This is an optimization exercise on Yosys and OpenROAD, whose aim is small area, not a production implementation.
The RTL was checked by simulation tests, not by an equivalence proof against the original design.
The clock port is modelled as an ideal driver; clocking choices that lean on that would not hold on a real chip.
Power is estimated from default activity; no workload was simulated.

`design.v`:
```
module all_modules
  (
  input TMBsig,
  input DTMBsig,
  input LAYERsig,
  input DTWHOLEsig,
  input RESET_INsig,
  input SIGM_INsig,
  input ID_INsig,
  input [1:0] XBAR_ADDRsig,
  input [5:0] AXsig,
  input [5:0] AYsig,
  input CEBsig,
  input RSTBsig,
  input WEBsig,
  input CMEBsig,
  input DINsig,
  input [63:0] CM_WLsig,
  input CD_TRANSsig,
  input [1:0] KERNEL_MODEsig,
  input [1:0] inputsig_control,
  input [11:0] inputsig_address,
  input [7:0] inputsig_id,
  input [63:0] inputsig_data_c,
  input [1:0] inputsig_xbar_address,
  input inputsig_data_w,
  input inputsig_flag,
  input [3:0] inputsig_sigmoid_threshold,
  input [1:0] inputsig_kernel_mode, 
  input inputsig_CD_trans,
  input CLK,
  input RESET,
  input [11:0] xb0_DO_CM, xb1_DO_CM, xb2_DO_CM, xb3_DO_CM,
  input xb0_DO_R, xb1_DO_R, xb2_DO_R, xb3_DO_R,
  output xb0_DIN, xb1_DIN, xb2_DIN, xb3_DIN,
  output [5:0] xb0_AX, xb1_AX, xb2_AX, xb3_AX,
  output [5:0] xb0_AY, xb1_AY, xb2_AY, xb3_AY,
  output xb0_WEB, xb1_WEB, xb2_WEB, xb3_WEB,
  output xb0_CMEB, xb1_CMEB, xb2_CMEB, xb3_CMEB,
  output [63:0] xb0_WL_CM, xb1_WL_CM, xb2_WL_CM, xb3_WL_CM,
  output xb0_CEB, xb1_CEB, xb2_CEB, xb3_CEB,
  output xb0_RSTB, xb1_RSTB, xb2_RSTB, xb3_RSTB,
  output reg [11:0] DO_CMpo,
  output reg DO_Rpo,
  output [7:0] output_id_2,
  output [63:0] output_data_c_2,
  output [1:0] output_control_2,
  output [11:0] output_address_2,
  output [1:0] output_xbar_address_2,
  output output_data_w_2,
  output output_data_r_2,
  output output_flag_2, 
  output [3:0] output_sigmoid_threshold_2
);
  localparam [1:0] COMPUTE = 2'b10, WRITE = 2'b01, READ = 2'b11, SLEEP = 2'b00;
  localparam [1:0] ENABLE = 2'b01, DISABLE = 2'b10;
  wire crst = RESET & ~DTMBsig;         
  wire rst  = RESET_INsig | crst;
  reg [6:0] cc;
  always @(negedge CLK)
    if (rst) cc <= 7'd0;
    else     cc <= cc + 7'd1;
  wire cc0 = (cc == 7'd0);
  reg [1:0] ic;
  always @(negedge CLK)
    if (rst) ic <= 2'd0;
    else     ic <= {ic[0], ~(ic[1] | ic[0])};
  wire ic0 = ~(ic[1] | ic[0]);
  wire ic1 = ic[0];
  wire ic2 = ic[1];
  reg [6:0] kc;
  reg kif, kff;
  wire [1:0] kms = DTMBsig ? KERNEL_MODEsig : inputsig_kernel_mode;
  always @(negedge CLK)
    if (rst) kc <= 7'd0;
    else if (kms == 2'b11) kc <= 7'd1;
    else if ((kms == 2'b00 && kc == 7'd8) || (kms == 2'b01 && kc == 7'd32) ||
             (kms == 2'b10 && kc == 7'd127)) kc <= 7'd0;
    else kc <= kc + 7'd1;
  always @(negedge CLK)
    if (rst) begin kif <= 1'b0; kff <= 1'b0; end
    else begin kif <= (kc == 7'd0); kff <= (kc != 7'd0); end
  reg [1:0]  i1_ctl;  reg [11:0] i1_addr; reg [63:0] i1_dat; reg i1_w;
  reg [1:0]  i1_xb;   reg [3:0]  i1_sig;  reg i1_flag; reg [7:0] i1_id;
  reg        i1_cd;   reg [1:0]  i1_km;
  always @(negedge CLK)
    if (RESET_INsig || (cc0 && crst)) begin
      i1_ctl <= SLEEP; i1_addr <= 12'd0; i1_dat <= 64'd0; i1_w <= 1'b0; i1_xb <= 2'd0;
      i1_sig <= 4'd0; i1_flag <= 1'b0; i1_id <= 8'd0; i1_cd <= 1'b0; i1_km <= 2'd0;
    end else if (cc0) begin
      if (DTMBsig) begin
        i1_ctl <= {WEBsig, CMEBsig}; i1_addr <= {AXsig, AYsig}; i1_dat <= CM_WLsig;
        i1_w <= DINsig; i1_xb <= XBAR_ADDRsig; i1_sig <= {4{SIGM_INsig}}; i1_flag <= 1'b1;
        i1_id <= {7'b0, ID_INsig}; i1_cd <= CD_TRANSsig; i1_km <= KERNEL_MODEsig;
      end else begin
        i1_ctl <= inputsig_control; i1_addr <= inputsig_address; i1_dat <= inputsig_data_c;
        i1_w <= inputsig_data_w; i1_xb <= inputsig_xbar_address; i1_sig <= inputsig_sigmoid_threshold;
        i1_flag <= inputsig_flag; i1_id <= inputsig_id; i1_cd <= inputsig_CD_trans;
        i1_km <= inputsig_kernel_mode;
      end
    end
  reg f1_fbf, f1_ifk, f1_ffk;
  reg [63:0] f1_B;
  reg [3:0]  f1_brow;
  wire       a1_pflag;
  wire [63:0] a1_P;
  wire [3:0] a1_prow;
  always @(negedge CLK)
    if (rst) begin f1_fbf <= 1'b0; f1_ifk <= 1'b0; f1_ffk <= 1'b0; end
    else begin f1_fbf <= a1_pflag; f1_ifk <= kif; f1_ffk <= kff; end
  always @(negedge CLK) begin f1_B <= a1_P; f1_brow <= a1_prow; end
  wire FB1 = i1_cd ? f1_ffk : f1_fbf;
  wire IN1 = i1_cd ? f1_ifk : i1_flag;
  reg f1_ccb, f1_pw, f1_nw;
  reg [7:0] f1_nid;
  reg [1:0] f1_pen, f1_nen, f1_nctl, f1_pctl, f1_xctl;
  reg [3:0] f1_nrow;
  reg [63:0] f1_N;
  always @(negedge CLK)
    if (RESET_INsig) begin
      f1_ccb <= 1'b0; f1_pw <= 1'b0; f1_nw <= 1'b0; f1_nid <= 8'd0; f1_pen <= DISABLE; f1_nen <= DISABLE;
      f1_nctl <= SLEEP; f1_nrow <= 4'd0; f1_pctl <= READ; f1_xctl <= READ;
    end else if (TMBsig) begin
      f1_ccb <= 1'b0; f1_nid <= 8'd0; f1_nctl <= SLEEP; f1_nrow <= 4'd0;
      if (XBAR_ADDRsig == 2'b00) begin
        f1_pw <= DINsig; f1_pen <= {CEBsig, RSTBsig}; f1_pctl <= {WEBsig, CMEBsig};
        f1_nw <= 1'b0;   f1_nen <= DISABLE;           f1_xctl <= READ;
      end else if (XBAR_ADDRsig == 2'b01) begin
        f1_pw <= 1'b0;   f1_pen <= DISABLE;           f1_pctl <= READ;
        f1_nw <= DINsig; f1_nen <= {CEBsig, RSTBsig}; f1_xctl <= {WEBsig, CMEBsig};
      end else begin
        f1_pw <= 1'b0;   f1_pen <= DISABLE;           f1_pctl <= READ;
        f1_nw <= 1'b0;   f1_nen <= DISABLE;           f1_xctl <= READ;
      end
    end else if (crst) begin
      f1_ccb <= 1'b0; f1_pw <= 1'b0; f1_nw <= 1'b0; f1_nid <= 8'd0; f1_pen <= DISABLE; f1_nen <= DISABLE;
      f1_nctl <= SLEEP; f1_nrow <= 4'd0; f1_pctl <= READ; f1_xctl <= READ;
    end else begin
      f1_pw <= i1_w; f1_nw <= i1_w;
      if (!FB1) begin
        f1_nrow <= 4'd0;
        if (IN1) begin
          f1_nctl <= i1_ctl;
          case (i1_ctl)
            COMPUTE:
              if (f1_nid != i1_id && !f1_ccb) begin
                f1_ccb <= 1'b1; f1_pen <= DISABLE; f1_nen <= DISABLE; f1_pctl <= READ; f1_xctl <= READ;
              end else if (f1_nid != i1_id) begin
                f1_ccb <= 1'b0; f1_nid <= i1_id; f1_pen <= ENABLE; f1_nen <= ENABLE;
                f1_pctl <= COMPUTE; f1_xctl <= COMPUTE;
              end else
                f1_ccb <= 1'b0;
            READ: begin
              f1_nid <= i1_id; f1_pctl <= READ; f1_xctl <= READ;
              f1_pen <= (i1_xb == 2'b00) ? ENABLE : DISABLE;
              f1_nen <= (i1_xb == 2'b01) ? ENABLE : DISABLE;
            end
            WRITE: begin
              f1_nid <= i1_id;
              f1_pctl <= (i1_xb == 2'b00) ? WRITE : READ;
              f1_xctl <= (i1_xb == 2'b01) ? WRITE : READ;
              f1_pen <= (i1_xb == 2'b00) ? ENABLE : DISABLE;
              f1_nen <= (i1_xb == 2'b01) ? ENABLE : DISABLE;
            end
            default: begin
              f1_pctl <= READ; f1_xctl <= READ; f1_pen <= DISABLE; f1_nen <= DISABLE;
            end
          endcase
        end else begin
          f1_nctl <= SLEEP; f1_pen <= DISABLE; f1_nen <= DISABLE; f1_pctl <= READ; f1_xctl <= READ;
        end
      end else begin
        f1_nctl <= COMPUTE; f1_pctl <= COMPUTE; f1_xctl <= COMPUTE;
        if (f1_ccb) begin
          f1_pen <= ENABLE; f1_nen <= ENABLE; f1_nrow <= f1_brow; f1_ccb <= 1'b0;
        end else if (f1_nrow != f1_brow) begin
          f1_pen <= DISABLE; f1_nen <= DISABLE; f1_ccb <= 1'b1;
        end else begin
          f1_pen <= ENABLE; f1_nen <= ENABLE; f1_ccb <= 1'b0;
        end
      end
    end
  always @(negedge CLK)
    if (RESET_INsig || TMBsig || crst) f1_N <= 64'd0;
    else if (FB1) f1_N <= f1_B;
    else if (IN1) f1_N <= i1_dat;
  reg [63:0] f1_Dn;    
  reg f1_dzp, f1_dzn;
  always @(negedge CLK) f1_Dn <= ~(TMBsig ? CM_WLsig : (FB1 ? f1_B : i1_dat));
  always @(negedge CLK)
    if (RESET_INsig) begin f1_dzp <= 1'b1; f1_dzn <= 1'b1; end
    else if (TMBsig) begin f1_dzp <= (XBAR_ADDRsig != 2'b00); f1_dzn <= (XBAR_ADDRsig != 2'b01); end
    else begin f1_dzp <= crst; f1_dzn <= crst; end
  reg [7:0] f1_Ah;    
  reg [3:0] f1_Am;    
  reg f1_zhp, f1_zhn, f1_zmp, f1_zmn;
  always @(negedge CLK)
    if (RESET_INsig) begin
      f1_zhp <= 1'b1; f1_zhn <= 1'b1; f1_zmp <= 1'b1; f1_zmn <= 1'b1;
    end else if (TMBsig) begin
      {f1_Ah[7:2], f1_Am, f1_Ah[1:0]} <= {AXsig, AYsig};
      f1_zhp <= (XBAR_ADDRsig != 2'b00); f1_zmp <= (XBAR_ADDRsig != 2'b00);
      f1_zhn <= (XBAR_ADDRsig != 2'b01); f1_zmn <= (XBAR_ADDRsig != 2'b01);
    end else if (crst) begin
      f1_zhp <= 1'b1; f1_zhn <= 1'b1; f1_zmp <= 1'b1; f1_zmn <= 1'b1;
    end else if (FB1) begin
      f1_Am <= f1_brow; f1_zmp <= 1'b0; f1_zmn <= 1'b0;
    end else if (!IN1 || i1_ctl == READ || i1_ctl == WRITE) begin
      {f1_Ah[7:2], f1_Am, f1_Ah[1:0]} <= i1_addr;
      f1_zhp <= 1'b0; f1_zhn <= 1'b0; f1_zmp <= 1'b0; f1_zmn <= 1'b0;
    end else if (i1_ctl == COMPUTE) begin
      f1_zmp <= 1'b1; f1_zmn <= 1'b1;
    end
  wire [11:0] f1_paddr = {f1_Ah[7:2] & {6{~f1_zhp}}, f1_Am & {4{~f1_zmp}}, f1_Ah[1:0] & {2{~f1_zhp}}};
  wire [11:0] f1_naddr = {f1_Ah[7:2] & {6{~f1_zhn}}, f1_Am & {4{~f1_zmn}}, f1_Ah[1:0] & {2{~f1_zhn}}};
  reg [11:0] f1_nad; reg f1_ndw; reg [1:0] f1_nxb; reg [3:0] f1_nsig; reg f1_ncd; reg [1:0] f1_nkm;
  always @(negedge CLK)
    if (rst) begin
      f1_nad <= 12'd0; f1_ndw <= 1'b0; f1_nxb <= 2'd0; f1_nsig <= 4'd0; f1_ncd <= 1'b0; f1_nkm <= 2'd0;
    end else if (IN1) begin
      f1_nad <= i1_addr; f1_ndw <= i1_w; f1_nxb <= i1_xb; f1_nsig <= i1_sig; f1_ncd <= i1_cd; f1_nkm <= i1_km;
    end
  function sigm;
    input [2:0] p, n;
    input [3:0] t;
    reg [3:0] s;
    begin
      s = {1'b0, p} - {1'b0, n};
      case ({s[3], t[3]})
        2'b00: sigm = (s[2:0] >= t[2:0]);
        2'b01: sigm = 1'b1;
        2'b11: sigm = (s[2:0] < t[2:0]);
        default: sigm = 1'b0;
      endcase
    end
  endfunction
  reg [1:0] a1_fctl; reg [63:0] a1_F; reg [1:0] a1_fxb; reg [3:0] a1_frow;
  reg a1_pr, a1_nr; reg [7:0] a1_fid; reg a1_fcd; reg [1:0] a1_fkm;
  always @(negedge CLK)
    if (rst) begin a1_fctl <= SLEEP; a1_fxb <= 2'd0; a1_fid <= 8'd0; end
    else begin a1_fctl <= f1_nctl; a1_fxb <= f1_nxb; a1_fid <= f1_nid; end
  always @(negedge CLK) begin
    a1_F <= f1_N; a1_frow <= f1_nrow; a1_fcd <= f1_ncd; a1_fkm <= f1_nkm;
    a1_pr <= xb0_DO_R; a1_nr <= xb1_DO_R;
  end
  reg [3:0] a1_q0p, a1_q0n, a1_q2p, a1_q2n;
  wire [3:0] a1_R;
  genvar g;
  generate for (g = 0; g < 4; g = g + 1) begin : a1_col
    assign a1_R[g] = sigm({a1_q2p[g], xb0_DO_CM[g], a1_q0p[g]}, {a1_q2n[g], xb1_DO_CM[g], a1_q0n[g]}, f1_nsig);
  end endgenerate
  always @(negedge CLK) begin
    a1_q0p <= ic1 ? a1_R : xb0_DO_CM[3:0];
    a1_q0n <= xb1_DO_CM[3:0];
  end
  always @(negedge CLK)
    if (rst) begin a1_q2p <= 4'd0; a1_q2n <= 4'd0; end
    else if (ic2) begin a1_q2p <= xb0_DO_CM[3:0]; a1_q2n <= xb1_DO_CM[3:0]; end
  wire [3:0] a1_res = a1_q0p;     
  reg [3:0] a1_nowrow, a1_prow_r; reg a1_pflag_r, a1_oflag;
  reg [7:0] a1_oid;
  wire a1_done = (a1_oid == a1_fid) && (a1_frow == 4'd0) && a1_oflag;
  wire a1_new  = ((a1_frow != a1_nowrow) && (a1_nowrow != 4'hF)) || (a1_oid != a1_fid);
  always @(negedge CLK)
    if (rst) begin
      a1_nowrow <= 4'd0; a1_pflag_r <= 1'b0; a1_prow_r <= 4'd0; a1_oflag <= 1'b0;
    end else if (a1_fctl == COMPUTE) begin
      if (a1_done) begin
        a1_nowrow <= 4'd0; a1_pflag_r <= 1'b0; a1_prow_r <= 4'd0; a1_oflag <= 1'b1;
      end else if (a1_new) begin
        a1_nowrow <= a1_frow; a1_prow_r <= a1_frow; a1_pflag_r <= 1'b1; a1_oflag <= 1'b0;
      end else if (ic0) begin
        a1_nowrow <= a1_frow; a1_prow_r <= a1_frow; a1_pflag_r <= 1'b1; a1_oflag <= 1'b0;
      end else if (ic2) begin
        a1_nowrow <= a1_frow;
        if (a1_frow == 4'hF) begin a1_oflag <= 1'b1; a1_pflag_r <= 1'b0; a1_prow_r <= 4'd0; end
        else begin a1_oflag <= 1'b0; a1_pflag_r <= 1'b1; a1_prow_r <= a1_frow + 4'd1; end
      end
    end else begin
      a1_pflag_r <= 1'b0; a1_prow_r <= 4'd0;
      if (a1_fctl == READ || a1_fctl == WRITE) a1_oflag <= 1'b1;
    end
  assign a1_pflag = a1_pflag_r;
  assign a1_prow  = a1_prow_r;
  reg [255:0] a1_rf;
  reg [5:0] a1_rfi;
  always @(negedge CLK)
    if (rst) a1_rfi <= 6'd0;
    else if (ic2) a1_rfi <= a1_rfi + 6'd1;
  genvar e;
  generate for (e = 0; e < 64; e = e + 1) begin : a1_rfe
    always @(negedge CLK)
      if (rst || (ic2 && a1_rfi == e)) a1_rf[4*e+3:4*e] <= a1_res & {4{~rst}};
  end endgenerate
  wire [67:0]  a1_p32 = a1_rf[67:0] | a1_rf[99:32];
  wire [79:0]  a1_q64 = a1_rf[79:0] | a1_rf[143:64];
  wire [63:0]  a1_r64 = a1_rf[191:128] | a1_rf[255:192];
  wire [63:0]  a1_pool = (a1_fkm == 2'b00) ? (a1_p32[63:0] | a1_p32[67:4]) :
                         (a1_fkm == 2'b01) ? (a1_q64[63:0] | a1_q64[79:16]) :
                                             (a1_q64[63:0] | a1_r64);
  reg [1:0] a1_octl; reg [1:0] a1_oxb; reg a1_or;
  reg [63:0] a1_O, a1_Pr;
  wire a1_wr = (a1_fctl == COMPUTE) && !a1_done && a1_new && ic2;
  always @(negedge CLK)
    if (rst) begin
      a1_oid <= 8'd0; a1_octl <= SLEEP; a1_oxb <= 2'd0; a1_O <= 64'd0; a1_or <= 1'b0;
    end else begin
      a1_oid <= a1_fid; a1_octl <= a1_fctl; a1_oxb <= a1_fxb;
      if (a1_wr) begin
        if (!a1_fcd) a1_O[a1_frow*4 +: 4] <= a1_res;
        else if (a1_fkm != 2'b11) a1_O <= a1_pool;
      end
      if (a1_fctl == READ) begin
        if (a1_fxb == 2'b00) a1_or <= a1_pr;
        else if (a1_fxb == 2'b01) a1_or <= a1_nr;
      end
    end
  always @(negedge CLK) a1_Pr <= a1_F;
  assign a1_P = a1_Pr;
  reg [11:0] s_addr; reg s_w; reg [3:0] s_sig;
  always @(negedge CLK)
    if (rst) begin s_addr <= 12'd0; s_w <= 1'b0; s_sig <= 4'd0; end
    else if (cc == 7'd126) begin s_addr <= f1_nad; s_w <= f1_ndw; s_sig <= f1_nsig; end
  reg [1:0]  i2_ctl;  reg [11:0] i2_addr; reg [63:0] i2_dat; reg i2_w; reg i2_r;
  reg [1:0]  i2_xb;   reg [3:0]  i2_sig;  reg i2_flag; reg [7:0] i2_id;
  always @(negedge CLK)
    if (rst) begin
      i2_ctl <= SLEEP; i2_addr <= 12'd0; i2_dat <= 64'd0; i2_w <= 1'b0; i2_r <= 1'b0; i2_xb <= 2'd0;
      i2_sig <= 4'd0; i2_flag <= 1'b0; i2_id <= 8'd0;
    end else if (cc0) begin
      if (DTMBsig && !DTWHOLEsig && LAYERsig) begin
        i2_ctl <= {WEBsig, CMEBsig}; i2_addr <= {AXsig, AYsig}; i2_dat <= CM_WLsig;
        i2_w <= DINsig; i2_xb <= XBAR_ADDRsig; i2_sig <= {4{SIGM_INsig}}; i2_flag <= 1'b1;
        i2_id <= {7'b0, ID_INsig};
      end else begin
        i2_ctl <= a1_octl; i2_addr <= s_addr; i2_dat <= a1_O; i2_r <= a1_or;
        i2_w <= s_w; i2_xb <= a1_oxb; i2_sig <= s_sig; i2_flag <= a1_oflag; i2_id <= a1_oid;
      end
    end
  reg f2_fbf;
  reg [63:0] f2_B;
  reg [3:0]  f2_brow;
  wire       a2_pflag;
  wire [63:0] a2_P;
  wire [3:0] a2_prow;
  always @(negedge CLK)
    if (rst) f2_fbf <= 1'b0;
    else f2_fbf <= a2_pflag;
  always @(negedge CLK) begin f2_B <= a2_P; f2_brow <= a2_prow; end
  wire FB2 = f2_fbf;
  wire IN2 = i2_flag;
  reg f2_ccb, f2_pw, f2_nw;
  reg [7:0] f2_nid;
  reg [1:0] f2_pen, f2_nen, f2_nctl, f2_pctl, f2_xctl;
  reg [3:0] f2_nrow;
  reg [63:0] f2_N;
  always @(negedge CLK)
    if (RESET_INsig) begin
      f2_ccb <= 1'b0; f2_pw <= 1'b0; f2_nw <= 1'b0; f2_nid <= 8'd0; f2_pen <= DISABLE; f2_nen <= DISABLE;
      f2_nctl <= SLEEP; f2_nrow <= 4'd0; f2_pctl <= READ; f2_xctl <= READ;
    end else if (TMBsig) begin
      f2_ccb <= 1'b0; f2_nid <= 8'd0; f2_nctl <= SLEEP; f2_nrow <= 4'd0;
      if (XBAR_ADDRsig == 2'b10) begin
        f2_pw <= DINsig; f2_pen <= {CEBsig, RSTBsig}; f2_pctl <= {WEBsig, CMEBsig};
        f2_nw <= 1'b0;   f2_nen <= DISABLE;           f2_xctl <= READ;
      end else if (XBAR_ADDRsig == 2'b11) begin
        f2_pw <= 1'b0;   f2_pen <= DISABLE;           f2_pctl <= READ;
        f2_nw <= DINsig; f2_nen <= {CEBsig, RSTBsig}; f2_xctl <= {WEBsig, CMEBsig};
      end else begin
        f2_pw <= 1'b0;   f2_pen <= DISABLE;           f2_pctl <= READ;
        f2_nw <= 1'b0;   f2_nen <= DISABLE;           f2_xctl <= READ;
      end
    end else if (crst) begin
      f2_ccb <= 1'b0; f2_pw <= 1'b0; f2_nw <= 1'b0; f2_nid <= 8'd0; f2_pen <= DISABLE; f2_nen <= DISABLE;
      f2_nctl <= SLEEP; f2_nrow <= 4'd0; f2_pctl <= READ; f2_xctl <= READ;
    end else begin
      f2_pw <= i2_w; f2_nw <= i2_w;
      if (!FB2) begin
        f2_nrow <= 4'd0;
        if (IN2) begin
          f2_nctl <= i2_ctl;
          case (i2_ctl)
            COMPUTE:
              if (f2_nid != i2_id && !f2_ccb) begin
                f2_ccb <= 1'b1; f2_pen <= DISABLE; f2_nen <= DISABLE; f2_pctl <= READ; f2_xctl <= READ;
              end else if (f2_nid != i2_id) begin
                f2_ccb <= 1'b0; f2_nid <= i2_id; f2_pen <= ENABLE; f2_nen <= ENABLE;
                f2_pctl <= COMPUTE; f2_xctl <= COMPUTE;
              end else
                f2_ccb <= 1'b0;
            READ: begin
              f2_nid <= i2_id; f2_pctl <= READ; f2_xctl <= READ;
              f2_pen <= (i2_xb == 2'b10) ? ENABLE : DISABLE;
              f2_nen <= (i2_xb == 2'b11) ? ENABLE : DISABLE;
            end
            WRITE: begin
              f2_nid <= i2_id;
              f2_pctl <= (i2_xb == 2'b10) ? WRITE : READ;
              f2_xctl <= (i2_xb == 2'b11) ? WRITE : READ;
              f2_pen <= (i2_xb == 2'b10) ? ENABLE : DISABLE;
              f2_nen <= (i2_xb == 2'b11) ? ENABLE : DISABLE;
            end
            default: begin
              f2_pctl <= READ; f2_xctl <= READ; f2_pen <= DISABLE; f2_nen <= DISABLE;
            end
          endcase
        end else begin
          f2_nctl <= SLEEP; f2_pen <= DISABLE; f2_nen <= DISABLE; f2_pctl <= READ; f2_xctl <= READ;
        end
      end else begin
        f2_nctl <= COMPUTE; f2_pctl <= COMPUTE; f2_xctl <= COMPUTE;
        if (f2_ccb) begin
          f2_pen <= ENABLE; f2_nen <= ENABLE; f2_nrow <= f2_brow; f2_ccb <= 1'b0;
        end else if (f2_nrow != f2_brow) begin
          f2_pen <= DISABLE; f2_nen <= DISABLE; f2_ccb <= 1'b1;
        end else begin
          f2_pen <= ENABLE; f2_nen <= ENABLE; f2_ccb <= 1'b0;
        end
      end
    end
  always @(negedge CLK)
    if (RESET_INsig || TMBsig || crst) f2_N <= 64'd0;
    else if (FB2) f2_N <= f2_B;
    else if (IN2) f2_N <= i2_dat;
  reg [63:0] f2_Dn;    
  reg f2_dzp, f2_dzn;
  always @(negedge CLK) f2_Dn <= ~(TMBsig ? CM_WLsig : (FB2 ? f2_B : i2_dat));
  always @(negedge CLK)
    if (RESET_INsig) begin f2_dzp <= 1'b1; f2_dzn <= 1'b1; end
    else if (TMBsig) begin f2_dzp <= (XBAR_ADDRsig != 2'b10); f2_dzn <= (XBAR_ADDRsig != 2'b11); end
    else begin f2_dzp <= crst; f2_dzn <= crst; end
  reg [7:0] f2_Ah;
  reg [3:0] f2_Am;
  reg f2_zhp, f2_zhn, f2_zmp, f2_zmn;
  always @(negedge CLK)
    if (RESET_INsig) begin
      f2_zhp <= 1'b1; f2_zhn <= 1'b1; f2_zmp <= 1'b1; f2_zmn <= 1'b1;
    end else if (TMBsig) begin
      {f2_Ah[7:2], f2_Am, f2_Ah[1:0]} <= {AXsig, AYsig};
      f2_zhp <= (XBAR_ADDRsig != 2'b10); f2_zmp <= (XBAR_ADDRsig != 2'b10);
      f2_zhn <= (XBAR_ADDRsig != 2'b11); f2_zmn <= (XBAR_ADDRsig != 2'b11);
    end else if (crst) begin
      f2_zhp <= 1'b1; f2_zhn <= 1'b1; f2_zmp <= 1'b1; f2_zmn <= 1'b1;
    end else if (FB2) begin
      f2_Am <= f2_brow; f2_zmp <= 1'b0; f2_zmn <= 1'b0;
    end else if (!IN2 || i2_ctl == READ || i2_ctl == WRITE) begin
      {f2_Ah[7:2], f2_Am, f2_Ah[1:0]} <= i2_addr;
      f2_zhp <= 1'b0; f2_zhn <= 1'b0; f2_zmp <= 1'b0; f2_zmn <= 1'b0;
    end else if (i2_ctl == COMPUTE) begin
      f2_zmp <= 1'b1; f2_zmn <= 1'b1;
    end
  wire [11:0] f2_paddr = {f2_Ah[7:2] & {6{~f2_zhp}}, f2_Am & {4{~f2_zmp}}, f2_Ah[1:0] & {2{~f2_zhp}}};
  wire [11:0] f2_naddr = {f2_Ah[7:2] & {6{~f2_zhn}}, f2_Am & {4{~f2_zmn}}, f2_Ah[1:0] & {2{~f2_zhn}}};
  reg [11:0] f2_nad; reg f2_ndw; reg [1:0] f2_nxb; reg [3:0] f2_nsig; reg f2_ndr;
  always @(negedge CLK)
    if (rst) begin
      f2_nad <= 12'd0; f2_ndw <= 1'b0; f2_nxb <= 2'd0; f2_nsig <= 4'd0; f2_ndr <= 1'b0;
    end else if (IN2) begin
      f2_nad <= i2_addr; f2_ndw <= i2_w; f2_nxb <= i2_xb; f2_nsig <= i2_sig; f2_ndr <= i2_r;
    end
  reg [1:0] a2_fctl; reg [63:0] a2_F; reg [3:0] a2_frow;
  reg a2_fdr, a2_pr, a2_nr; reg [7:0] a2_fid;
  always @(negedge CLK)
    if (rst) begin
      a2_fctl <= SLEEP; a2_fid <= 8'd0; a2_fdr <= 1'b0;
    end else begin
      a2_fctl <= f2_nctl; a2_fid <= f2_nid; a2_fdr <= f2_ndr;
    end
  reg [11:0] a2_old_ad; reg a2_old_w; reg [1:0] a2_old_xb; reg [3:0] a2_old_sig;
  always @(negedge CLK)
    if (cc == 7'd1) begin
      a2_old_ad <= f2_nad; a2_old_w <= f2_ndw; a2_old_xb <= f2_nxb; a2_old_sig <= f2_nsig;
    end
  wire cc2  = (cc == 7'd2);
  wire cc23 = (cc[6:1] == 6'd1);
  wire [1:0] a2_fxb = cc2 ? a2_old_xb : f2_nxb;           
  always @(negedge CLK) begin
    a2_F <= f2_N; a2_frow <= f2_nrow; a2_pr <= xb2_DO_R; a2_nr <= xb3_DO_R;
  end
  reg [3:0] a2_q0p, a2_q0n, a2_q2p, a2_q2n;
  wire [3:0] a2_R;
  generate for (g = 0; g < 4; g = g + 1) begin : a2_col
    assign a2_R[g] = sigm({a2_q2p[g], xb2_DO_CM[g], a2_q0p[g]}, {a2_q2n[g], xb3_DO_CM[g], a2_q0n[g]}, f2_nsig);
  end endgenerate
  always @(negedge CLK) begin
    a2_q0p <= ic1 ? a2_R : xb2_DO_CM[3:0];
    a2_q0n <= xb3_DO_CM[3:0];
  end
  always @(negedge CLK)
    if (rst) begin a2_q2p <= 4'd0; a2_q2n <= 4'd0; end
    else if (ic2) begin a2_q2p <= xb2_DO_CM[3:0]; a2_q2n <= xb3_DO_CM[3:0]; end
  wire [3:0] a2_res = a2_q0p;
  reg [3:0] a2_nowrow, a2_prow_r; reg a2_pflag_r, a2_oflag;
  reg [7:0] a2_oid;
  wire a2_done = (a2_oid == a2_fid) && (a2_frow == 4'd0) && a2_oflag;
  wire a2_new  = ((a2_frow != a2_nowrow) && (a2_nowrow != 4'hF)) || (a2_oid != a2_fid);
  always @(negedge CLK)
    if (rst) begin
      a2_nowrow <= 4'd0; a2_pflag_r <= 1'b0; a2_prow_r <= 4'd0; a2_oflag <= 1'b0;
    end else if (a2_fctl == COMPUTE) begin
      if (a2_done) begin
        a2_nowrow <= 4'd0; a2_pflag_r <= 1'b0; a2_prow_r <= 4'd0; a2_oflag <= 1'b1;
      end else if (a2_new) begin
        a2_nowrow <= a2_frow; a2_prow_r <= a2_frow; a2_pflag_r <= 1'b1; a2_oflag <= 1'b0;
      end else if (ic0) begin
        a2_nowrow <= a2_frow; a2_prow_r <= a2_frow; a2_pflag_r <= 1'b1; a2_oflag <= 1'b0;
      end else if (ic2) begin
        a2_nowrow <= a2_frow;
        if (a2_frow == 4'hF) begin a2_oflag <= 1'b1; a2_pflag_r <= 1'b0; a2_prow_r <= 4'd0; end
        else begin a2_oflag <= 1'b0; a2_pflag_r <= 1'b1; a2_prow_r <= a2_frow + 4'd1; end
      end
    end else begin
      a2_pflag_r <= 1'b0; a2_prow_r <= 4'd0;
      if (a2_fctl == READ || a2_fctl == WRITE) a2_oflag <= 1'b1;
    end
  assign a2_pflag = a2_pflag_r;
  assign a2_prow  = a2_prow_r;
  reg [1:0] a2_octl; reg a2_or;
  reg [63:0] a2_O, a2_Pr;
  wire a2_wr = (a2_fctl == COMPUTE) && !a2_done && a2_new && ic2;
  always @(negedge CLK)
    if (rst) begin
      a2_oid <= 8'd0; a2_octl <= SLEEP; a2_O <= 64'd0; a2_or <= 1'b0;
    end else begin
      a2_oid <= a2_fid; a2_octl <= a2_fctl;
      if (a2_wr) a2_O[a2_frow*4 +: 4] <= a2_res;
      if (a2_fctl == READ) begin
        if (a2_fxb == 2'b10) a2_or <= a2_pr;
        else if (a2_fxb == 2'b11) a2_or <= a2_nr;
        else a2_or <= a2_fdr;
      end
    end
  always @(negedge CLK) a2_Pr <= a2_F;
  assign a2_P = a2_Pr;
  always @(negedge CLK)
    if (TMBsig) begin
      case (XBAR_ADDRsig)
        2'b00: begin DO_Rpo <= xb0_DO_R; DO_CMpo <= xb0_DO_CM; end
        2'b01: begin DO_Rpo <= xb1_DO_R; DO_CMpo <= xb1_DO_CM; end
        2'b10: begin DO_Rpo <= xb2_DO_R; DO_CMpo <= xb2_DO_CM; end
        default: begin DO_Rpo <= xb3_DO_R; DO_CMpo <= xb3_DO_CM; end
      endcase
    end else if (DTMBsig) begin
      if (!LAYERsig && !DTWHOLEsig) begin
        DO_Rpo <= a1_or; DO_CMpo <= {a1_oid[0], a1_O[10:0]};
      end else begin
        DO_Rpo <= a2_or; DO_CMpo <= {a2_oid[0], a2_O[10:0]};
      end
    end
  assign xb0_DIN = f1_pw;            assign xb1_DIN = f1_nw;
  assign xb0_AX = f1_paddr[11:6];    assign xb1_AX = f1_naddr[11:6];
  assign xb0_AY = f1_paddr[5:0];     assign xb1_AY = f1_naddr[5:0];
  assign xb0_WEB = f1_pctl[1];       assign xb1_WEB = f1_xctl[1];
  assign xb0_CMEB = f1_pctl[0];      assign xb1_CMEB = f1_xctl[0];
  assign xb0_WL_CM = ~(f1_Dn | {64{f1_dzp}});
  assign xb1_WL_CM = ~(f1_Dn | {64{f1_dzn}});
  assign xb0_CEB = f1_pen[1];        assign xb1_CEB = f1_nen[1];
  assign xb0_RSTB = f1_pen[0];       assign xb1_RSTB = f1_nen[0];
  assign xb2_DIN = f2_pw;            assign xb3_DIN = f2_nw;
  assign xb2_AX = f2_paddr[11:6];    assign xb3_AX = f2_naddr[11:6];
  assign xb2_AY = f2_paddr[5:0];     assign xb3_AY = f2_naddr[5:0];
  assign xb2_WEB = f2_pctl[1];       assign xb3_WEB = f2_xctl[1];
  assign xb2_CMEB = f2_pctl[0];      assign xb3_CMEB = f2_xctl[0];
  assign xb2_WL_CM = ~(f2_Dn | {64{f2_dzp}});
  assign xb3_WL_CM = ~(f2_Dn | {64{f2_dzn}});
  assign xb2_CEB = f2_pen[1];        assign xb3_CEB = f2_nen[1];
  assign xb2_RSTB = f2_pen[0];       assign xb3_RSTB = f2_nen[0];
  assign output_id_2 = a2_oid;
  assign output_data_c_2 = a2_O;
  assign output_control_2 = a2_octl;
  assign output_address_2 = cc23 ? a2_old_ad : f2_nad;
  assign output_xbar_address_2 = cc23 ? a2_old_xb : f2_nxb;
  assign output_data_w_2 = cc23 ? a2_old_w : f2_ndw;
  assign output_data_r_2 = a2_or;
  assign output_flag_2 = a2_oflag;
  assign output_sigmoid_threshold_2 = cc23 ? a2_old_sig : f2_nsig;
endmodule
```
`flow/run.sh`:
```
#!/bin/bash
# Layout flow: the standard flow (standard.sh), with two changes:
#  - the clock inverter that synthesis puts in front of the (falling-edge) registers is not
#    cloned next to every register; CTS buffers the inverted clock net instead
#  - ports are buffered with sky130_fd_sc_hd__buf_1
set -euo pipefail
HERE=$(pwd)
export PRE_CTS_TCL="$HERE/flow/pre_cts.tcl"
export BUFFER_PORTS_ARGS="${BUFFER_PORTS_ARGS_OVERRIDE:--buffer_cell sky130_fd_sc_hd__buf_1}"
bash standard.sh > "$HERE/standard_flow.log" 2>&1
```
`flow/pre_cts.tcl`:
```
# Keep the single clock inverter: CTS then builds the tree on the inverted clock net.
proc repair_clock_inverters {args} {
  puts "repair_clock_inverters: skipped by the version's flow"
}
```
`standard.sh`:
```
#!/bin/bash
# synth_recipe.tcl (not shown) runs the flow's synth.tcl, then flattens the netlist and writes it again
# the make line also repeats each setting of config.mk as NAME=value (left out here)
make -C /OpenROAD-flow-scripts/flow DESIGN_CONFIG=/design/flow/config.mk WORK_HOME=/design/flow/orfs CLKGATE_MAP_FILE= SYNTH_SCRIPT=/design/flow/synth_recipe.tcl "${@:-finish}"
```
`config.mk`:
```
export PLATFORM = sky130hd
export DESIGN_NAME = all_modules
export DESIGN_NICKNAME = all_modules
export VERILOG_FILES = /design/flow/design.v
export SDC_FILE = /design/flow/constraint.sdc
export NUM_CORES = 4
export LEC_CHECK = 0
export CAP_MARGIN = 20
export CORE_MARGIN = 2
export CORE_UTILIZATION = 40
export CTS_CLUSTER_DIAMETER = 80
export CTS_CLUSTER_SIZE = 30
export SLEW_MARGIN = 20
```
`constraint.sdc`:
```
create_clock -name core_clock -period 10.0 [get_ports {CLK}]
set_input_delay 2.0000 -clock core_clock [delete_from_list [all_inputs] [get_ports {CLK}]]
set_output_delay 2.0000 -clock core_clock [all_outputs]
set_load 0.01 [all_outputs]
```
==> impl_metrics.ini, run 1 <==
[run_status]
status = timing/DRC/antenna clean

[finish]
final_net_count = 6554
drive_above_1_share_pct = 6.71
largest_reg_flops = 256
postLayoutCellArea_um2 = 65700
fill_cells = 13900
area_growth_syn_to_layout_pct = 12.5
register_area_um2 = 34000
multi_input_area_um2 = 22500
fin_util_pct = 45.2
top_register = a1_rf

[worst_setup_path]
startpoint_type = flip-flop
crit_required_ps = 8000
criticalPathCategory = flip-flop to output port
reg2regPathDepth = 9
rrSetupSlack_ps = 5700
endpoint_kind = output port
worstReg2RegEnd = i2_dat[48]
crit_fanout = 19
regToRegStartpoint = cc[3]
cp.arrival_ps = 7900

[place]
post-place-ws_ps = 735
globalplace.congestion = 0.973
portBuffers = 675
dp_hpwl_um = 135000
placed_area_um2 = 62800

[synthesis]
yosys_warnings = 1
syn_area_um2 = 58400
synthTopCellsByArea = dfxtp_1 42%, edfxtp_1 16%, nor2_1 6.9%, mux2i_1 5.2%, nand2_1 3.3%
ys_seq_area_share_pct = 58.3
syn_inst = 5752
yosys-top-cells-count = 1231 x dfxtp_1, 1072 x nor2_1, 511 x nand2_1
synth_edf_count = 312
synth.top_cell.area_share_pct = 42.2
synthesis.nets = 6076
synth_seq_cells = 1543
syn_area_per_cell_um2 = 10.2
synth_most_common_cell = dfxtp_1
synth_ff_type = dfxtp_1
synth_area_leader_cell = dfxtp_1
synth_cell_types = 93
ys_async_sr_fraction_pct = 0

[power]
clkPwrFrac_pct = 32.7
p_switching_uw = 3460
power_leakage_uw = 0.0240
internal_power_uw = 8760
switching_share_pct = 28.3
power.density_nw_per_um2 = 186
ir_worst_vdd_mv = 0.119
pwr-share-seq_pct = 56.8
power.share.combinational_pct = 10.6

[die]
initial_utilization_pct = 40.2
io_pins = 676
rows = 140
die_h_um = 386
dieArea_um2 = 149000
die_w_um = 386
coreArea_um2 = 145000

[sta]
setup_ws_ps = 101
finalHoldViolCount = 0
tightest_slew_ps = 1190
finClkSkew_ps = 49.2
setup_viol_count_final = 0
rsz0062_at_grt = no
finalMaxSlewViolations = 0
slew_headroom_pct = 20.3

[drt]
drtIter0Drc = 4076
vias = 44500
avgRoutedWirePerCell_um = 22.8
vias_per_cell = 5.42
drtAntennaViolNets = 0
drtPass1Iterations = 6
drt-total-wl_um = 188000
drt_drc_violations_left = 0

[hold_path]
holdPathStages = 0
min_path_type = flip-flop to flip-flop
hold_end = f1_B[46]
holdCritStartpoint = a1_Pr[46]

[grt]
gr-total-overflow = 0
grtUsageTotal_pct = 24.1
grt_max_degree = 190
grt_pass1_vias = 41000
antenna_found_initial = 11
grt_pass1_wl_um = 272000

[clocking]
cts_buffers = 79
cts_hold_buf = 0
clk_pin_slew_ps = 110
cts_tree = built
cts_sinks = 1543
clk_latency_ps = 1170

[job]
drv_cap = 0
==> placed cells by master, fill, tap and decap left out, types with 82 or more instances in the layout <==
cell / instances
dfxtp_1: 1221
a311oi_1: 148
mux2_2: 82
clkbuf_16: 83
nor2_1: 1065
buf_1: 671
edfxtp_1: 312
a21oi_1: 257
a211oi_1: 115
nand2b_1: 83
mux2i_1: 304
nand2_1: 509
inv_1: 101
o21ai_0: 309
==> repair_timing <==
action / in CTS / in global routing
endpoints found under the setup margin: 19 / 0
hold endpoints to repair: 0 / 0
buffers inserted: 1 / 0
gates resized for setup: 10 / 0
==> critical path, cell delays in order (launching register included) <==
cell and delay [ps]:
dfxtp_2 350, or4_4 540, nor2_4 140, nand2_2 80, buf_12 170, mux2_4 350, buf_6 130
==> power by group through the flow <==
stage / clock, µW / sequential (µW) / combinational [µW]
finish: 3990 / 6940 / 1290
detailed placement: 926 / 7070 / 1280
global placement: 926 / 7070 / 1260
global route: 4280 / 6970 / 1410
CTS: 4060 / 6930 / 1280
floorplan: 926 / 6940 / 816
==> routing by layer <==
layer  GRT usage, %  routed length, µm  up-vias
met1           34.4              85700    21600
li1               -                  -    21000
met2           37.1              83400     1653
met5              0                 52        -
met4           7.85               5690        8
met3           3.76              12700      289
==> area by class of cell <==
cell class                      count  share of cell area (%)
Antenna cell                        6                  0.0229
Multi-Input combinational cell   3733                    34.2
Tap cell                         1917                    3.65
Clock inverter                     48                    1.04
Timing Repair Buffer              771                    5.48
Sequential cell                  1543                    51.8
Inverter                          102                   0.583
Clock buffer                       89                    3.21
==> kinds of logic after synthesis <==
group / share of synthesized area [%]
AND/OR/NAND/NOR: 16.1
flip-flops: 58.3
AO/OA/AOI/OAI: 12.0
buffers and inverters: 3.44
multiplexers: 7.35
adder cells (fa/ha/maj): 1.82
XOR/XNOR: 1.07
==> worst max-delay path by stage <==
stage          start                       endpoint  slack, ps  cells past startpoint
4_1_cts        cc[3]  output_sigmoid_threshold_2[1]        -20                      6
2_1_floorplan  RESET                       a1_rf[0]       -220                      8
3_3_place_gp   RESET                     a1_rf[249]        810                      6
3_5_place_dp   RESET                     a1_rf[185]        740                      6
5_1_grt        cc[3]  output_sigmoid_threshold_2[1]         20                      6
6_report       cc[3]  output_sigmoid_threshold_2[1]        100                      6
==> through the flow <==
step	hold WS, ps	setup TNS, ps	total power [µW]	instances
finish	299	0	12200	8209
global route	308	0	12700	8207
CTS	296	-19.7	12300	8203
detailed placement	312	0	9270	8065
global placement	310	0	9260	8065
floorplan	310	-57260	8690	5752
==> run 2: changes to the inputs <==
--- a/design.v
+++ b/design.v
@@ -82,26 +82,25 @@
     else begin kif <= (kc == 7'd0); kff <= (kc != 7'd0); end
-  reg [1:0]  i1_ctl;  reg [11:0] i1_addr; reg [63:0] i1_dat; reg i1_w;
+  reg [1:0]  i1_ctl;  reg [11:0] i1_addr; reg i1_w;
   reg [1:0]  i1_xb;   reg [3:0]  i1_sig;  reg i1_flag; reg [7:0] i1_id;
   reg        i1_cd;   reg [1:0]  i1_km;
+  wire i1_tst = DTMBsig & ~RESET_INsig;
+  wire i1_cpu = ~DTMBsig & ~RESET_INsig & ~RESET;
+  wire [32:0] i1_tstv = {WEBsig, CMEBsig, AXsig, AYsig, DINsig, XBAR_ADDRsig, {4{SIGM_INsig}}, 1'b1,
+                         7'b0, ID_INsig, CD_TRANSsig, KERNEL_MODEsig};
+  wire [32:0] i1_cpuv = {inputsig_control, inputsig_address, inputsig_data_w, inputsig_xbar_address,
+                         inputsig_sigmoid_threshold, inputsig_flag, inputsig_id, inputsig_CD_trans,
+                         inputsig_kernel_mode};
+  always @(negedge CLK)
+    if (RESET_INsig | cc0)
+      {i1_ctl, i1_addr, i1_w, i1_xb, i1_sig, i1_flag, i1_id, i1_cd, i1_km} <=
+        (i1_tstv & {33{i1_tst}}) | (i1_cpuv & {33{i1_cpu}});
+  reg [63:0] i1_datn;
   always @(negedge CLK)
-    if (RESET_INsig || (cc0 && crst)) begin
-      i1_ctl <= SLEEP; i1_addr <= 12'd0; i1_dat <= 64'd0; i1_w <= 1'b0; i1_xb <= 2'd0;
-      i1_sig <= 4'd0; i1_flag <= 1'b0; i1_id <= 8'd0; i1_cd <= 1'b0; i1_km <= 2'd0;
-    end else if (cc0) begin
-      if (DTMBsig) begin
-        i1_ctl <= {WEBsig, CMEBsig}; i1_addr <= {AXsig, AYsig}; i1_dat <= CM_WLsig;
-        i1_w <= DINsig; i1_xb <= XBAR_ADDRsig; i1_sig <= {4{SIGM_INsig}}; i1_flag <= 1'b1;
-        i1_id <= {7'b0, ID_INsig}; i1_cd <= CD_TRANSsig; i1_km <= KERNEL_MODEsig;
-      end else begin
-        i1_ctl <= inputsig_control; i1_addr <= inputsig_address; i1_dat <= inputsig_data_c;
-        i1_w <= inputsig_data_w; i1_xb <= inputsig_xbar_address; i1_sig <= inputsig_sigmoid_threshold;
-        i1_flag <= inputsig_flag; i1_id <= inputsig_id; i1_cd <= inputsig_CD_trans;
-        i1_km <= inputsig_kernel_mode;
-      end
-    end
+    if (RESET_INsig | cc0)
+      i1_datn <= ~((CM_WLsig & {64{i1_tst}}) | (inputsig_data_c & {64{i1_cpu}}));
   reg f1_fbf, f1_ifk, f1_ffk;
-  reg [63:0] f1_B;
+  reg [63:0] f1_Bn;    
   reg [3:0]  f1_brow;
   wire       a1_pflag;
-  wire [63:0] a1_P;
+  wire [63:0] a1_Pn;
   wire [3:0] a1_prow;
@@ -110,3 +109,3 @@
     else begin f1_fbf <= a1_pflag; f1_ifk <= kif; f1_ffk <= kff; end
-  always @(negedge CLK) begin f1_B <= a1_P; f1_brow <= a1_prow; end
+  always @(negedge CLK) begin f1_Bn <= a1_Pn; f1_brow <= a1_prow; end
   wire FB1 = i1_cd ? f1_ffk : f1_fbf;
@@ -117,3 +116,3 @@
   reg [3:0] f1_nrow;
-  reg [63:0] f1_N;
+  reg [63:0] f1_Nn;    
   always @(negedge CLK)
@@ -182,9 +181,9 @@
     end
+  wire [63:0] f1_m = ~((f1_Bn & {64{FB1}}) | (i1_datn & {64{~FB1}}));
+  wire f1_nz = RESET_INsig | TMBsig | crst;
   always @(negedge CLK)
-    if (RESET_INsig || TMBsig || crst) f1_N <= 64'd0;
-    else if (FB1) f1_N <= f1_B;
-    else if (IN1) f1_N <= i1_dat;
+    if (f1_nz | FB1 | IN1) f1_Nn <= ~(f1_m & {64{~f1_nz}});
   reg [63:0] f1_Dn;    
   reg f1_dzp, f1_dzn;
-  always @(negedge CLK) f1_Dn <= ~(TMBsig ? CM_WLsig : (FB1 ? f1_B : i1_dat));
+  always @(negedge CLK) f1_Dn <= ~((CM_WLsig & {64{TMBsig}}) | (f1_m & {64{~TMBsig}}));
   always @(negedge CLK)
@@ -217,7 +216,5 @@
   always @(negedge CLK)
-    if (rst) begin
-      f1_nad <= 12'd0; f1_ndw <= 1'b0; f1_nxb <= 2'd0; f1_nsig <= 4'd0; f1_ncd <= 1'b0; f1_nkm <= 2'd0;
-    end else if (IN1) begin
-      f1_nad <= i1_addr; f1_ndw <= i1_w; f1_nxb <= i1_xb; f1_nsig <= i1_sig; f1_ncd <= i1_cd; f1_nkm <= i1_km;
-    end
+    if (rst | IN1)
+      {f1_nad, f1_ndw, f1_nxb, f1_nsig, f1_ncd, f1_nkm} <=
+        {i1_addr, i1_w, i1_xb, i1_sig, i1_cd, i1_km} & {22{~rst}};
   function sigm;
@@ -236,4 +233,4 @@
   endfunction
-  reg [1:0] a1_fctl; reg [63:0] a1_F; reg [1:0] a1_fxb; reg [3:0] a1_frow;
-  reg a1_pr, a1_nr; reg [7:0] a1_fid; reg a1_fcd; reg [1:0] a1_fkm;
+  reg [1:0] a1_fctl; reg [63:0] a1_Fn; reg [1:0] a1_fxb; reg [3:0] a1_frow;
+  reg a1_sr; reg [7:0] a1_fid; reg a1_fcd; reg [1:0] a1_fkm;
   always @(negedge CLK)
@@ -242,4 +239,4 @@
   always @(negedge CLK) begin
-    a1_F <= f1_N; a1_frow <= f1_nrow; a1_fcd <= f1_ncd; a1_fkm <= f1_nkm;
-    a1_pr <= xb0_DO_R; a1_nr <= xb1_DO_R;
+    a1_Fn <= f1_Nn; a1_frow <= f1_nrow; a1_fcd <= f1_ncd; a1_fkm <= f1_nkm;
+    a1_sr <= (f1_nxb == 2'b00) ? xb0_DO_R : xb1_DO_R;
   end
@@ -301,3 +298,3 @@
   reg [1:0] a1_octl; reg [1:0] a1_oxb; reg a1_or;
-  reg [63:0] a1_O, a1_Pr;
+  reg [63:0] a1_O, a1_Pr;   
   wire a1_wr = (a1_fctl == COMPUTE) && !a1_done && a1_new && ic2;
@@ -305,41 +302,41 @@
     if (rst) begin
-      a1_oid <= 8'd0; a1_octl <= SLEEP; a1_oxb <= 2'd0; a1_O <= 64'd0; a1_or <= 1'b0;
+      a1_oid <= 8'd0; a1_octl <= SLEEP; a1_oxb <= 2'd0; a1_or <= 1'b0;
     end else begin
       a1_oid <= a1_fid; a1_octl <= a1_fctl; a1_oxb <= a1_fxb;
-      if (a1_wr) begin
-        if (!a1_fcd) a1_O[a1_frow*4 +: 4] <= a1_res;
-        else if (a1_fkm != 2'b11) a1_O <= a1_pool;
-      end
-      if (a1_fctl == READ) begin
-        if (a1_fxb == 2'b00) a1_or <= a1_pr;
-        else if (a1_fxb == 2'b01) a1_or <= a1_nr;
-      end
+      if (a1_fctl == READ && !a1_fxb[1]) a1_or <= a1_sr;
     end
-  always @(negedge CLK) a1_Pr <= a1_F;
-  assign a1_P = a1_Pr;
+  wire a1_oc1 = a1_fcd & ~rst;
+  wire a1_oc2 = ~a1_fcd & ~rst;
+  generate for (e = 0; e < 16; e = e + 1) begin : a1_og
+    wire en = rst | (a1_wr & (a1_fcd ? (a1_fkm != 2'b11) : (a1_frow == e)));
+    always @(negedge CLK)
+      if (en) a1_O[4*e+3:4*e] <= (a1_pool[4*e+3:4*e] & {4{a1_oc1}}) | (a1_res & {4{a1_oc2}});
+  end endgenerate
+  always @(negedge CLK) a1_Pr <= a1_Fn;
+  assign a1_Pn = a1_Pr;
   reg [11:0] s_addr; reg s_w; reg [3:0] s_sig;
   always @(negedge CLK)
-    if (rst) begin s_addr <= 12'd0; s_w <= 1'b0; s_sig <= 4'd0; end
-    else if (cc == 7'd126) begin s_addr <= f1_nad; s_w <= f1_ndw; s_sig <= f1_nsig; end
-  reg [1:0]  i2_ctl;  reg [11:0] i2_addr; reg [63:0] i2_dat; reg i2_w; reg i2_r;
+    if (rst | (cc == 7'd126)) {s_addr, s_w, s_sig} <= {f1_nad, f1_ndw, f1_nsig} & {17{~rst}};
+  reg [1:0]  i2_ctl;  reg [11:0] i2_addr; reg i2_w; reg i2_r;
   reg [1:0]  i2_xb;   reg [3:0]  i2_sig;  reg i2_flag; reg [7:0] i2_id;
+  wire i2_tst = DTMBsig & ~DTWHOLEsig & LAYERsig & ~rst;
+  wire i2_lay = ~(DTMBsig & ~DTWHOLEsig & LAYERsig) & ~rst;
+  wire [29:0] i2_tstv = {WEBsig, CMEBsig, AXsig, AYsig, DINsig, XBAR_ADDRsig, {4{SIGM_INsig}}, 1'b1,
+                         7'b0, ID_INsig};
+  wire [29:0] i2_layv = {a1_octl, s_addr, s_w, a1_oxb, s_sig, a1_oflag, a1_oid};
+  always @(negedge CLK)
+    if (rst | cc0)
+      {i2_ctl, i2_addr, i2_w, i2_xb, i2_sig, i2_flag, i2_id} <=
+        (i2_tstv & {30{i2_tst}}) | (i2_layv & {30{i2_lay}});
   always @(negedge CLK)
-    if (rst) begin
-      i2_ctl <= SLEEP; i2_addr <= 12'd0; i2_dat <= 64'd0; i2_w <= 1'b0; i2_r <= 1'b0; i2_xb <= 2'd0;
-      i2_sig <= 4'd0; i2_flag <= 1'b0; i2_id <= 8'd0;
-    end else if (cc0) begin
-      if (DTMBsig && !DTWHOLEsig && LAYERsig) begin
-        i2_ctl <= {WEBsig, CMEBsig}; i2_addr <= {AXsig, AYsig}; i2_dat <= CM_WLsig;
-        i2_w <= DINsig; i2_xb <= XBAR_ADDRsig; i2_sig <= {4{SIGM_INsig}}; i2_flag <= 1'b1;
-        i2_id <= {7'b0, ID_INsig};
-      end else begin
-        i2_ctl <= a1_octl; i2_addr <= s_addr; i2_dat <= a1_O; i2_r <= a1_or;
-        i2_w <= s_w; i2_xb <= a1_oxb; i2_sig <= s_sig; i2_flag <= a1_oflag; i2_id <= a1_oid;
-      end
-    end
+    if (rst | (cc0 & ~(DTMBsig & ~DTWHOLEsig & LAYERsig))) i2_r <= a1_or & ~rst;
+  reg [63:0] i2_datn;
+  always @(negedge CLK)
+    if (rst | cc0)
+      i2_datn <= ~((CM_WLsig & {64{i2_tst}}) | (a1_O & {64{i2_lay}}));
   reg f2_fbf;
-  reg [63:0] f2_B;
+  reg [63:0] f2_Bn;
   reg [3:0]  f2_brow;
   wire       a2_pflag;
-  wire [63:0] a2_P;
+  wire [63:0] a2_Pn;
   wire [3:0] a2_prow;
@@ -348,3 +345,3 @@
     else f2_fbf <= a2_pflag;
-  always @(negedge CLK) begin f2_B <= a2_P; f2_brow <= a2_prow; end
+  always @(negedge CLK) begin f2_Bn <= a2_Pn; f2_brow <= a2_prow; end
   wire FB2 = f2_fbf;
@@ -355,3 +352,3 @@
   reg [3:0] f2_nrow;
-  reg [63:0] f2_N;
+  reg [63:0] f2_Nn;
   always @(negedge CLK)
@@ -420,9 +417,9 @@
     end
+  wire [63:0] f2_m = ~((f2_Bn & {64{FB2}}) | (i2_datn & {64{~FB2}}));
+  wire f2_nz = RESET_INsig | TMBsig | crst;
   always @(negedge CLK)
-    if (RESET_INsig || TMBsig || crst) f2_N <= 64'd0;
-    else if (FB2) f2_N <= f2_B;
-    else if (IN2) f2_N <= i2_dat;
+    if (f2_nz | FB2 | IN2) f2_Nn <= ~(f2_m & {64{~f2_nz}});
   reg [63:0] f2_Dn;    
   reg f2_dzp, f2_dzn;
-  always @(negedge CLK) f2_Dn <= ~(TMBsig ? CM_WLsig : (FB2 ? f2_B : i2_dat));
+  always @(negedge CLK) f2_Dn <= ~((CM_WLsig & {64{TMBsig}}) | (f2_m & {64{~TMBsig}}));
   always @(negedge CLK)
@@ -455,14 +452,11 @@
   always @(negedge CLK)
-    if (rst) begin
-      f2_nad <= 12'd0; f2_ndw <= 1'b0; f2_nxb <= 2'd0; f2_nsig <= 4'd0; f2_ndr <= 1'b0;
-    end else if (IN2) begin
-      f2_nad <= i2_addr; f2_ndw <= i2_w; f2_nxb <= i2_xb; f2_nsig <= i2_sig; f2_ndr <= i2_r;
-    end
-  reg [1:0] a2_fctl; reg [63:0] a2_F; reg [3:0] a2_frow;
-  reg a2_fdr, a2_pr, a2_nr; reg [7:0] a2_fid;
+    if (rst | IN2)
+      {f2_nad, f2_ndw, f2_nxb, f2_nsig, f2_ndr} <= {i2_addr, i2_w, i2_xb, i2_sig, i2_r} & {20{~rst}};
+  reg [1:0] a2_fctl; reg [63:0] a2_Fn; reg [3:0] a2_frow;
+  reg a2_sr; reg [7:0] a2_fid;
   always @(negedge CLK)
     if (rst) begin
-      a2_fctl <= SLEEP; a2_fid <= 8'd0; a2_fdr <= 1'b0;
+      a2_fctl <= SLEEP; a2_fid <= 8'd0;
     end else begin
-      a2_fctl <= f2_nctl; a2_fid <= f2_nid; a2_fdr <= f2_ndr;
+      a2_fctl <= f2_nctl; a2_fid <= f2_nid;
     end
@@ -473,7 +467,6 @@
     end
-  wire cc2  = (cc == 7'd2);
   wire cc23 = (cc[6:1] == 6'd1);
-  wire [1:0] a2_fxb = cc2 ? a2_old_xb : f2_nxb;           
   always @(negedge CLK) begin
-    a2_F <= f2_N; a2_frow <= f2_nrow; a2_pr <= xb2_DO_R; a2_nr <= xb3_DO_R;
+    a2_Fn <= f2_Nn; a2_frow <= f2_nrow;
+    a2_sr <= (f2_nxb == 2'b10) ? xb2_DO_R : (f2_nxb == 2'b11) ? xb3_DO_R : f2_ndr;
   end
@@ -522,14 +515,13 @@
     if (rst) begin
-      a2_oid <= 8'd0; a2_octl <= SLEEP; a2_O <= 64'd0; a2_or <= 1'b0;
+      a2_oid <= 8'd0; a2_octl <= SLEEP; a2_or <= 1'b0;
     end else begin
       a2_oid <= a2_fid; a2_octl <= a2_fctl;
-      if (a2_wr) a2_O[a2_frow*4 +: 4] <= a2_res;
-      if (a2_fctl == READ) begin
-        if (a2_fxb == 2'b10) a2_or <= a2_pr;
-        else if (a2_fxb == 2'b11) a2_or <= a2_nr;
-        else a2_or <= a2_fdr;
-      end
+      if (a2_fctl == READ) a2_or <= a2_sr;
     end
-  always @(negedge CLK) a2_Pr <= a2_F;
-  assign a2_P = a2_Pr;
+  generate for (e = 0; e < 16; e = e + 1) begin : a2_og
+    always @(negedge CLK)
+      if (rst | (a2_wr & (a2_frow == e))) a2_O[4*e+3:4*e] <= a2_res & {4{~rst}};
+  end endgenerate
+  always @(negedge CLK) a2_Pr <= a2_Fn;
+  assign a2_Pn = a2_Pr;
   always @(negedge CLK)
--- a/config.mk
+++ b/config.mk
@@ -9,5 +9,7 @@
 export CORE_MARGIN = 2
-export CORE_UTILIZATION = 40
-export CTS_CLUSTER_DIAMETER = 80
-export CTS_CLUSTER_SIZE = 30
+export CORE_UTILIZATION = 65
+export CTS_BUF_LIST = sky130_fd_sc_hd__clkbuf_8
+export CTS_CLUSTER_DIAMETER = 50
+export CTS_CLUSTER_SIZE = 18
+export PLACE_DENSITY = 0.75
 export SLEW_MARGIN = 20
==> run 2 against run 1 <==
  * Still clean on timing, DRC and antenna
  * Global-route usage increased by 9.9 points
  * Final cell count decreased by 24%
  * Area after synthesis decreased by 4.1%
  * First-iteration DRC count increased by 19%
  * Sequential share of layout area increased by 11 points
  * Power increased by 0.82%
  * Die area decreased by 41%
  * Worst hold slack improved by 7.3 ps
  * Critical endpoint is now output_address_2[5]
==> impl_metrics.ini, run 2 <==
[grt]
antenna_found_initial = 15
grt_pass1_wl_um = 227000
grt_pass1_vias = 36300
grt_max_degree = 125
gr-total-overflow = 0
grtUsageTotal_pct = 34.0

[die]
die_h_um = 298
initial_utilization_pct = 65.7
coreArea_um2 = 85300
die_w_um = 298
dieArea_um2 = 88500
io_pins = 676
rows = 107

[finish]
postLayoutCellArea_um2 = 62600
top_register = a1_rf
drive_above_1_share_pct = 7.05
fin_util_pct = 73.4
final_cell_mix = 819 x edfxtp_1, 712 x dfxtp_1, 672 x buf_1, 475 x nor2_1, 222 x a21oi_1
final_common_cell = edfxtp_1
final_net_count = 5329
area_growth_syn_to_layout_pct = 11.8
largest_reg_flops = 256
fill_cells = 5731

[worst_setup_path]
rrSetupSlack_ps = 7010
criticalPathCategory = flip-flop to output port
crit_required_ps = 8000
startpoint_type = flip-flop
endpoint_kind = output port
cp.arrival_ps = 7860
crit_fanout = 19

[hold_path]
min_path_type = flip-flop to flip-flop

[synthesis]
yosys-top-cells-count = 819 x edfxtp_1, 721 x dfxtp_1, 484 x nor2_1
syn_area_per_cell_um2 = 12.8
synth_cell_types = 69
ys_async_sr_fraction_pct = 0
ys_seq_area_share_pct = 69.7
yosys_warnings = 1
synthTopCellsByArea = edfxtp_1 44%, dfxtp_1 26%, mux2i_1 3.3%, nor2_1 3.2%, a21oi_1 2.0%
synth_edf_count = 819
syn_inst = 4384
syn_area_um2 = 56000
synthesis.nets = 4710
synth_ff_type = edfxtp_1
synth.top_cell.area_share_pct = 43.9
synth_area_leader_cell = edfxtp_1
synth_seq_cells = 1540
synth_most_common_cell = edfxtp_1

[place]
dp_hpwl_um = 109000
globalplace.congestion = 1.03
portBuffers = 675
placed_area_um2 = 59800

[power]
clkPwrFrac_pct = 30.0
pwr-share-seq_pct = 60.3
power_leakage_uw = 0.0225
power.density_nw_per_um2 = 197
power.share.combinational_pct = 9.6
total_power_uw = 12300
p_switching_uw = 3240
ir_worst_vdd_mv = 0.148
switching_share_pct = 26.3
internal_power_uw = 9080

[drt]
drt_drc_violations_left = 0
vias = 38400
drtAntennaViolNets = 0
vias_per_cell = 6.13
drtIter0Drc = 4866
drt-total-wl_um = 154000
avgRoutedWirePerCell_um = 24.6
drtPass1Iterations = 6

[clocking]
cts_hold_buf = 0
cts_tree = built
clk_pin_slew_ps = 110
clk_latency_ps = 1160
cts_sinks = 1540
cts_buffers = 118

[job]
drv_cap = 0

[run_status]
status = timing/DRC/antenna clean

[sta]
finClkSkew_ps = 44.0
rsz0062_at_grt = no
finalHoldViolCount = 0
tightest_slew_ps = 1160
finalMaxSlewViolations = 0
slew_headroom_pct = 22.6
setup_viol_count_final = 0
[run 2: changes by cell type after synthesis, moves of 63 or more]
cell,previous run,this run
nor3_1,78,173
mux2i_1,305,185
nor2b_1,62,130
a211o_1,0,63
o21ai_0,309,175
dfxtp_1,1231,721
a311oi_1,148,0
edfxtp_1,312,819
nand2_1,511,208
a22oi_1,19,135
and3_1,8,103
nor2_1,1072,484
nand2b_1,83,11
[run 2: final cells by class]
type	count	area [µm²]	share of cell area [%]
clock inverters	101	981	1.57
flip-flops and latches	1540	39000	62.3
clock buffers	124	1710	2.72
well taps	1144	1430	2.29
diodes	12	30.0	0.0479
multi-input cells	2496	15800	25.2
inverters	92	350	0.559
repair buffers	755	3300	5.27
[run 2: final timing paths]
kind                                            end       from  depth (start not counted)
worst max-delay path            output_address_2[5]      cc[4]                          6
worst min-delay path                      a2_Pr[25]  a2_Fn[25]                          0
worst max register to register             f1_Ah[4]      i1_cd                          4
worst min register to register            a2_Pr[25]  a2_Fn[25]                          0
[run 2: per-stage QoR]
step / hold slack, ps / worst slack (ps) / TNS, ps / instances
after floorplan: 310 / 19.1 / 0 / 4384
after global placement: 310 / 851 / 0 / 6024
after detailed placement: 312 / 731 / 0 / 6024
after CTS: 305 / -23.6 / -57.9 / 6252
after global routing: 317 / 12.8 / 0 / 6259
final: 306 / 138 / 0 / 6264
[run 2: critical path: stages (launching register included)]
cell and delay [ps]:
dfxtp_2 340, or4_4 540, nor2_4 140, nand2_4 60, buf_12 160, mux2_2 310, buf_1 130
[run 2: power by group through the flow]
stage	logic (µW)	registers (µW)	clock network, µW
6_report	1190	7430	3700
5_1_grt	1280	7460	3950
4_1_cts	1160	7420	3730
3_5_place_dp	1160	7560	919
3_3_place_gp	1130	7550	919
2_1_floorplan	705	7420	919
[run 2: cells by family (layout without fill, tap and decap cells)]
group / after synthesis / in the layout / share of synthesized area [%]
other: 0 / 12 / 0
xor gates and xnor gates: 69 / 69 / 1.08
AOI/OAI and AO/OA: 848 / 848 / 9.90
DFF: 1540 / 1540 / 69.7
buffers and inverters: 348 / 1072 / 2.40
adders and majority gates: 82 / 82 / 1.94
and+or+nand+nor: 1277 / 1277 / 10.7
muxes: 220 / 220 / 4.27
[run 2: repair_timing]
item	CTS	global route
endpoints found under the setup margin	19	3
setup buffers	3	0
pin swaps	2	1
gates resized for setup	7	0
[run 2: layer usage]
layer	up-vias	track usage, %	part of all wire [%]
li1	17200	-	-
met1	18500	47.5	39
met2	2292	51.9	46
met3	437	7.27	11
met4	10	14.6	4.5
met5	-	0	0.047
